Source: an optimization exercise on an open RTL-to-GDS flow (aim: small area). Production flows keep margins and buffers that such runs may drop. Function was checked by simulation only, so behaviour that the tests miss may differ from the original. Power figures rest on the tool's default switching activity, not on a simulated workload. No driver is modelled on the clock port, so clocking that relies on it looks cheaper here than on a real chip.

== the baseline ==
// router_top
module router_top(clk,resetn,read_enb_0,read_enb_1,read_enb_2,d_in,pkt_valid,
		d_out_0,d_out_1,d_out_2,vld_out_0,vld_out_1,vld_out_2,
		error,busy);
	input clk,resetn,read_enb_0,read_enb_1,read_enb_2,pkt_valid;
	input [7:0]d_in;
	output vld_out_0,vld_out_1,vld_out_2,error,busy;
	output [7:0]d_out_0,d_out_1,d_out_2;
	wire [2:0]write_enb, write_enb_next;
	wire [7:0]d_out;
	router_register register(clk,resetn,pkt_valid,fifo_full,rst_int_reg,detect_add,ld_state,laf_state,
				lfd_state,parity_done,low_pkt_valid,error,d_out,d_in);
	router_syn syn(clk,resetn,d_in[1:0],write_enb_reg,detect_add,vld_out_0,vld_out_1,vld_out_2,read_enb_0,read_enb_1,read_enb_2,
			write_enb,fifo_full,empty_0,empty_1,empty_2,soft_reset_0,soft_reset_1,soft_reset_2,full_0,full_1,full_2,write_enb_reg_next,write_enb_next);
	router_fsm fsm(clk,resetn,pkt_valid,d_in[1:0],fifo_full,empty_0,empty_1,empty_2,soft_reset_0,soft_reset_1,soft_reset_2,
			parity_done,low_pkt_valid,write_enb_reg,detect_add,ld_state,laf_state,lfd_state,full_state,rst_int_reg,busy,write_enb_reg_next);
	router_fifo fifo_0(clk,resetn,soft_reset_0,write_enb_next[0],read_enb_0,d_out,empty_0,d_out_0,full_0);
	router_fifo fifo_1(clk,resetn,soft_reset_1,write_enb_next[1],read_enb_1,d_out,empty_1,d_out_1,full_1);
	router_fifo fifo_2(clk,resetn,soft_reset_2,write_enb_next[2],read_enb_2,d_out,empty_2,d_out_2,full_2);
endmodule
Settings: LEC_CHECK=0, CAP_MARGIN=20, CORE_MARGIN=2, CORE_UTILIZATION=80, PLACE_DENSITY=0.86, SLEW_MARGIN=20; clock period 5.0 ns.
standard.sh (not shown) runs the stock make flow with config.mk's settings and CLKGATE_MAP_FILE= SYNTH_SCRIPT=/design/flow/synth_recipe.tcl, a recipe that flattens the netlist after the stock synthesis.
==> flow/flow/run.sh <==
#!/bin/bash
# Standard ORFS layout (the standard.sh) with three changes:
#  - synthesis is the standard synthesis script, with only the ABC
#    technology-mapping script replaced by an area-oriented one (registers,
#    their names and cell types are untouched: ABC maps combinational logic);
#  - clock tree synthesis without dummy loads;
#  - the port buffers use the smallest buffer cell.
set -euo pipefail
WORK=$(pwd)
FLOWDIR=$WORK/flow
cat > $WORK/my_synth.tcl <<EOT
proc abc {args} {
  set i [lsearch \$args -script]
  if {\$i >= 0} { lset args [expr {\$i+1}] $FLOWDIR/abc_area.script }
  yosys abc {*}\$args
}
source $WORK/synth_recipe.tcl
EOT
bash $WORK/standard.sh SYNTH_SCRIPT=$WORK/my_synth.tcl \
  "CTS_ARGS=-sink_clustering_enable -repair_clock_nets -dont_use_dummy_load -sink_clustering_size 20 -sink_clustering_max_diameter 60 -buf_list sky130_fd_sc_hd__clkbuf_8" \
  "BUFFER_PORTS_ARGS=-buffer_cell sky130_fd_sc_hd__buf_1" \
  finish > $WORK/standard_flow.log 2>&1
==> flow/flow/abc_area.script <==
strash
dch -f
map -a
mfs2 -a
&get -n
&st
&dch -f
&nf -a -R 1000
&put
topo
The inputs of the candidate differ from those of the baseline as listed below.
-- flow/flow/run.sh --
<<< the baseline, line 18
EOT
bash $WORK/standard.sh SYNTH_SCRIPT=$WORK/my_synth.tcl \
  "CTS_ARGS=-sink_clustering_enable -repair_clock_nets -dont_use_dummy_load -sink_clustering_size 20 -sink_clustering_max_diameter 60 -buf_list sky130_fd_sc_hd__clkbuf_8" \
  "BUFFER_PORTS_ARGS=-buffer_cell sky130_fd_sc_hd__buf_1" \
  finish > $WORK/standard_flow.log 2>&1
>>> the candidate, line 18
EOT
bash $WORK/standard.sh SYNTH_SCRIPT=$WORK/my_synth.tcl \
  "CTS_ARGS=-sink_clustering_enable -repair_clock_nets -dont_use_dummy_load -sink_clustering_size 32 -sink_clustering_max_diameter 80 -buf_list sky130_fd_sc_hd__clkbuf_16" \
  "BUFFER_PORTS_ARGS=-buffer_cell sky130_fd_sc_hd__buf_1" \
  finish > $WORK/standard_flow.log 2>&1
Notes after the runs:
When the candidate is measured against the baseline, its final wirelength turns out 940 um higher. Taking the baseline as the reference, in the candidate via count of the first global-routing pass held; clock tree buffer count of the final layout moved down; longest individual stage delay on the worst path level.

router_top, a different RTL version from the one above (not shown whole).
Size: ~1400 cells after synthesis, about 460 flip-flops, about 43 I/O pins, about 0.017 mm^2 of cells after synthesis.
==> flow/config.mk <==
export PLATFORM = sky130hd
export DESIGN_NAME = router_top
export DESIGN_NICKNAME = router_top
export VERILOG_FILES = /design/flow/design.v
export SDC_FILE = /design/flow/constraint.sdc
export NUM_CORES = 4
export LEC_CHECK = 0
export CAP_MARGIN = 20
export CORE_MARGIN = 2
export CORE_UTILIZATION = 70
export CTS_BUF_LIST = sky130_fd_sc_hd__clkbuf_8
export CTS_CLUSTER_DIAMETER = 100
export CTS_CLUSTER_SIZE = 30
export PLACE_DENSITY = 0.8
export SLEW_MARGIN = 20
==> flow/constraint.sdc <==
create_clock -name core_clock -period 5.0 [get_ports {clk}]
set_input_delay 1.0000 -clock core_clock [delete_from_list [all_inputs] [get_ports {clk}]]
set_output_delay 1.0000 -clock core_clock [all_outputs]
set_load 0.01 [all_outputs]
==> flow/flow/run.sh <==
#!/bin/bash
# Standard ORFS layout (the standard.sh) with three changes:
#  - synthesis is the standard synthesis script, with only the ABC
#    technology-mapping script replaced by an area-oriented one (registers,
#    their names and cell types are untouched: ABC maps combinational logic);
#  - clock tree synthesis without dummy loads;
#  - the port buffers use the smallest buffer cell.
set -euo pipefail
WORK=$(pwd)
FLOWDIR=$WORK/flow
cat > $WORK/my_synth.tcl <<EOT
proc abc {args} {
  set i [lsearch \$args -script]
  if {\$i >= 0} { lset args [expr {\$i+1}] $FLOWDIR/abc_area.script }
  yosys abc {*}\$args
}
source $WORK/synth_recipe.tcl
EOT
bash $WORK/standard.sh SYNTH_SCRIPT=$WORK/my_synth.tcl \
  "CTS_ARGS=-sink_clustering_enable -repair_clock_nets -dont_use_dummy_load -sink_clustering_size 32 -sink_clustering_max_diameter 80 -buf_list sky130_fd_sc_hd__clkbuf_16" \
  "BUFFER_PORTS_ARGS=-buffer_cell sky130_fd_sc_hd__buf_1" \
  finish > $WORK/standard_flow.log 2>&1
==> flow/flow/abc_area.script <==
&get -n
&st
&dch -f
&nf -a -R 1000
&put
topo
Change:
--- a/flow/flow/run.sh
+++ b/flow/flow/run.sh
@@ -20 +20 @@
-  "CTS_ARGS=-sink_clustering_enable -repair_clock_nets -dont_use_dummy_load -sink_clustering_size 32 -sink_clustering_max_diameter 80 -buf_list sky130_fd_sc_hd__clkbuf_16" \
+  "CTS_ARGS=-sink_clustering_enable -repair_clock_nets -dont_use_dummy_load -sink_clustering_size 16 -sink_clustering_max_diameter 60 -buf_list sky130_fd_sc_hd__clkbuf_8" \
What happened:
- sequential share of layout area fell by 0.13 points
- critical path depth rose by 1
- maximum frequency rose by 1.9%
- via count rose by 1.1%
- power rose by 0.43%
- clock skew fell by 0.0059 ns
- die area does not change
- sequential power stays flat
- clock power rose by about 2%

router_top, a different RTL version from the one above (not shown whole).
Size in the first run: ~1200 cells after synthesis, roughly 450 flip-flops, roughly 43 I/O pins.
export LEC_CHECK = 0
export CAP_MARGIN = 20
export CORE_MARGIN = 2
export CORE_UTILIZATION = 40
export PLACE_DENSITY = 0.6
export SLEW_MARGIN = 20
create_clock -name core_clock -period 5.0 [get_ports {clk}]
run.sh (not shown) runs the stock make flow with config.mk's settings and CLKGATE_MAP_FILE= SYNTH_SCRIPT=/design/flow/synth_recipe.tcl, a recipe that flattens the netlist after the stock synthesis.
Stock flow here: none of the scripts above is used.
Next try:
--- a/flow/config.mk
+++ b/flow/config.mk
@@ -8,5 +8,5 @@
 export CAP_MARGIN = 20
 export CORE_MARGIN = 2
-export CORE_UTILIZATION = 40
-export PLACE_DENSITY = 0.6
+export CORE_UTILIZATION = 70
+export PLACE_DENSITY = 0.8
 export SLEW_MARGIN = 20
Outcome: Design area decreases by about 2.6%. First-iteration DRC count increases by 13%. Final cell count decreases by 15%. Clock skew decreases by 11 ps. Combinational power is about the same.

## exp/cedar
RTL: one of the versions met above, not the one the previous note started from.
Size in the first run: about 460 flip-flops, ~43 I/O pins, ~16000 um2 of cells after synthesis.
Design router_top, start of the top module:
module router_top(clk,resetn,read_enb_0,read_enb_1,read_enb_2,d_in,pkt_valid,
		d_out_0,d_out_1,d_out_2,vld_out_0,vld_out_1,vld_out_2,
		error,busy);
clock: 5.0 ns
lec_check: 0
cap_margin: 20
core_margin: 2
core_utilization: 86
place_density: 0.9
slew_margin: 20
standard.sh (not shown) runs the stock make flow with config.mk's settings and CLKGATE_MAP_FILE= SYNTH_SCRIPT=/design/flow/synth_recipe.tcl, a recipe that flattens the netlist after the stock synthesis.
==> flow/flow/run.sh <==
#!/bin/bash
# Standard ORFS layout (the standard.sh) with three changes:
#  - synthesis is the standard synthesis script, with only the ABC
#    technology-mapping script replaced by an area-oriented one (registers,
#    their names and cell types are untouched: ABC maps combinational logic);
#  - clock tree synthesis without dummy loads;
#  - the port buffers use the smallest buffer cell.
set -euo pipefail
WORK=$(pwd)
FLOWDIR=$WORK/flow
cat > $WORK/my_synth.tcl <<EOT
proc abc {args} {
  set i [lsearch \$args -script]
  if {\$i >= 0} { lset args [expr {\$i+1}] $FLOWDIR/abc_area.script }
  yosys abc {*}\$args
}
source $WORK/synth_recipe.tcl
EOT
bash $WORK/standard.sh SYNTH_SCRIPT=$WORK/my_synth.tcl \
  "CTS_ARGS=-sink_clustering_enable -repair_clock_nets -dont_use_dummy_load -sink_clustering_size 16 -sink_clustering_max_diameter 60 -buf_list sky130_fd_sc_hd__clkbuf_8" \
  "BUFFER_PORTS_ARGS=-buffer_cell sky130_fd_sc_hd__buf_1" \
  finish > $WORK/standard_flow.log 2>&1
==> flow/flow/abc_area.script <==
strash
dch -f
map -a
mfs2 -a
&get -n
&st
&dch -f
&nf -a -R 1000
&put
topo
#### Input delta (exp/nickel over exp/cedar)
- changing PLACE_DENSITY from 0.9 to 0.8
- changing CAP_MARGIN from 20 to 5
- changing CORE_UTILIZATION from 86 to 70
- changing SLEW_MARGIN from 20 to 5
==> notes.md <==
- exp/nickel against exp/cedar: total length of routed wires lower, post-layout instance area higher.
- exp/nickel — power of the combinational group about 10% lower, exp/cedar as reference
- exp/nickel vs exp/cedar, path length in cells of the critical path went up by 1.
- In the reports for exp/cedar and exp/nickel, the smaller register-to-register path setup slack belongs to exp/cedar.
- Of exp/cedar and exp/nickel, the run reporting the higher count of clock-buffer cells in the layout was exp/nickel.
--- input diff exp/nickel..exp/amber ---
- changing CAP_MARGIN from 5 to 20
- changing SLEW_MARGIN from 5 to 20
- setting GPL_TIMING_DRIVEN to 0 for the first time
Notes after the runs:
The final layouts of exp/nickel and exp/amber pass the timing, DRC and antenna checks.
From exp/nickel to exp/amber the numbers moved as follows: detail-routed via count per cell shows an increase of 0.51%, clock period minus worst slack increased 0.077 ns, combinational power down about 3%, clock power share fell 0.4 points, final cell area excluding filler cells climbed 0.39%.
exp/amber vs exp/nickel: post-layout total power down
In exp/amber, maximum vdd ir drop is higher than in exp/nickel.
exp/nickel → exp/amber: wire length now sits lower, areal power density over the cells now sits lower.
Endpoint arrival time on the critical path: exp/amber vs exp/nickel up 0.08 ns
The inputs of exp/harbor differ from those of exp/amber as listed below.
- GPL_TIMING_DRIVEN: 0 -> unset
- CTS_CLUSTER_SIZE: unset -> 30
- CTS_CLUSTER_DIAMETER: unset -> 100
- CTS_BUF_LIST: unset -> sky130_fd_sc_hd__clkbuf_8
Notes after the runs:
- Compared with exp/amber, exp/harbor shows cell area that has gone down slightly.
- Between exp/amber and exp/harbor, the flow reports total clock buffers created by CTS increasing by a few percent.
- exp/amber ended up with d_out_0[7] as its worst setup path endpoint; exp/harbor ended up with d_out_0[6].
- exp/harbor vs exp/amber on per-cell routed wire length: exp/harbor is the higher one.
- Slew at the pin with the worst max-slew slack: exp/harbor vs exp/amber down 0.030 ns
- NOTE global placer's final weighted congestion exp/amber->exp/harbor increased by a few percent
Modified inputs, exp/raven compared to exp/harbor
- changing PLACE_DENSITY from 0.8 to 0.86
- changing CORE_UTILIZATION from 70 to 80
Results
Compared with exp/harbor, exp/raven shows met3 wirelength from detailed routing higher by 8.6%. Summary of exp/raven over exp/harbor: clock-pin slew of the registers on the worst-case setup and hold paths level, portion of the clock cycle consumed by the worst path in the final layout moved up, final design utilization moved up.

==> afterwards: timing with drivers on the ports <==
In the flow no input, the clock included, has a driving cell. The finished layouts below were timed again as built, in two steps. Step 1, drivers: a clkbuf_16 drives clk and a buf_2 each remaining input, both assumed. Step 2 moves the port delays by t, midway between the first and last clock arrival at a register: inputs arrive t later, outputs are due t later. That takes back most of the time a late clock gives input paths. Three values: no drivers, after step 1, after step 2; two values: the first two.
run | t (ns) | slack for setup (ns) | cell pins on the clock port's net
the baseline | 0.621 | 0.770 / 0.722 / 1.343 | 1
the candidate | 0.561 | 0.898 / 0.848 / 1.409 | 1
the first run of note 2 | 0.556 | 0.989 / 0.942 / 1.498 | 1
the second run of note 2 | 0.589 | 1.065 / 1.020 / 1.544 | 1
the first run of note 3 | 0.624 | 0.292 / 0.239 / 0.863 | 1
the second run of note 3 | 0.579 | 0.548 / 0.497 / 1.077 | 1
exp/cedar | 0.595 | 0.609 / 0.566 / 1.160 | 1
exp/nickel | 0.580 | 0.900 / 0.850 / 1.429 | 1
exp/amber | 0.575 | 0.822 / 0.775 / 1.350 | 1
exp/harbor | 0.580 | 0.957 / 0.906 / 1.486 | 1
exp/raven | 0.587 | 0.824 / 0.778 / 1.365 | 1
After both steps every run listed still meets setup and hold.
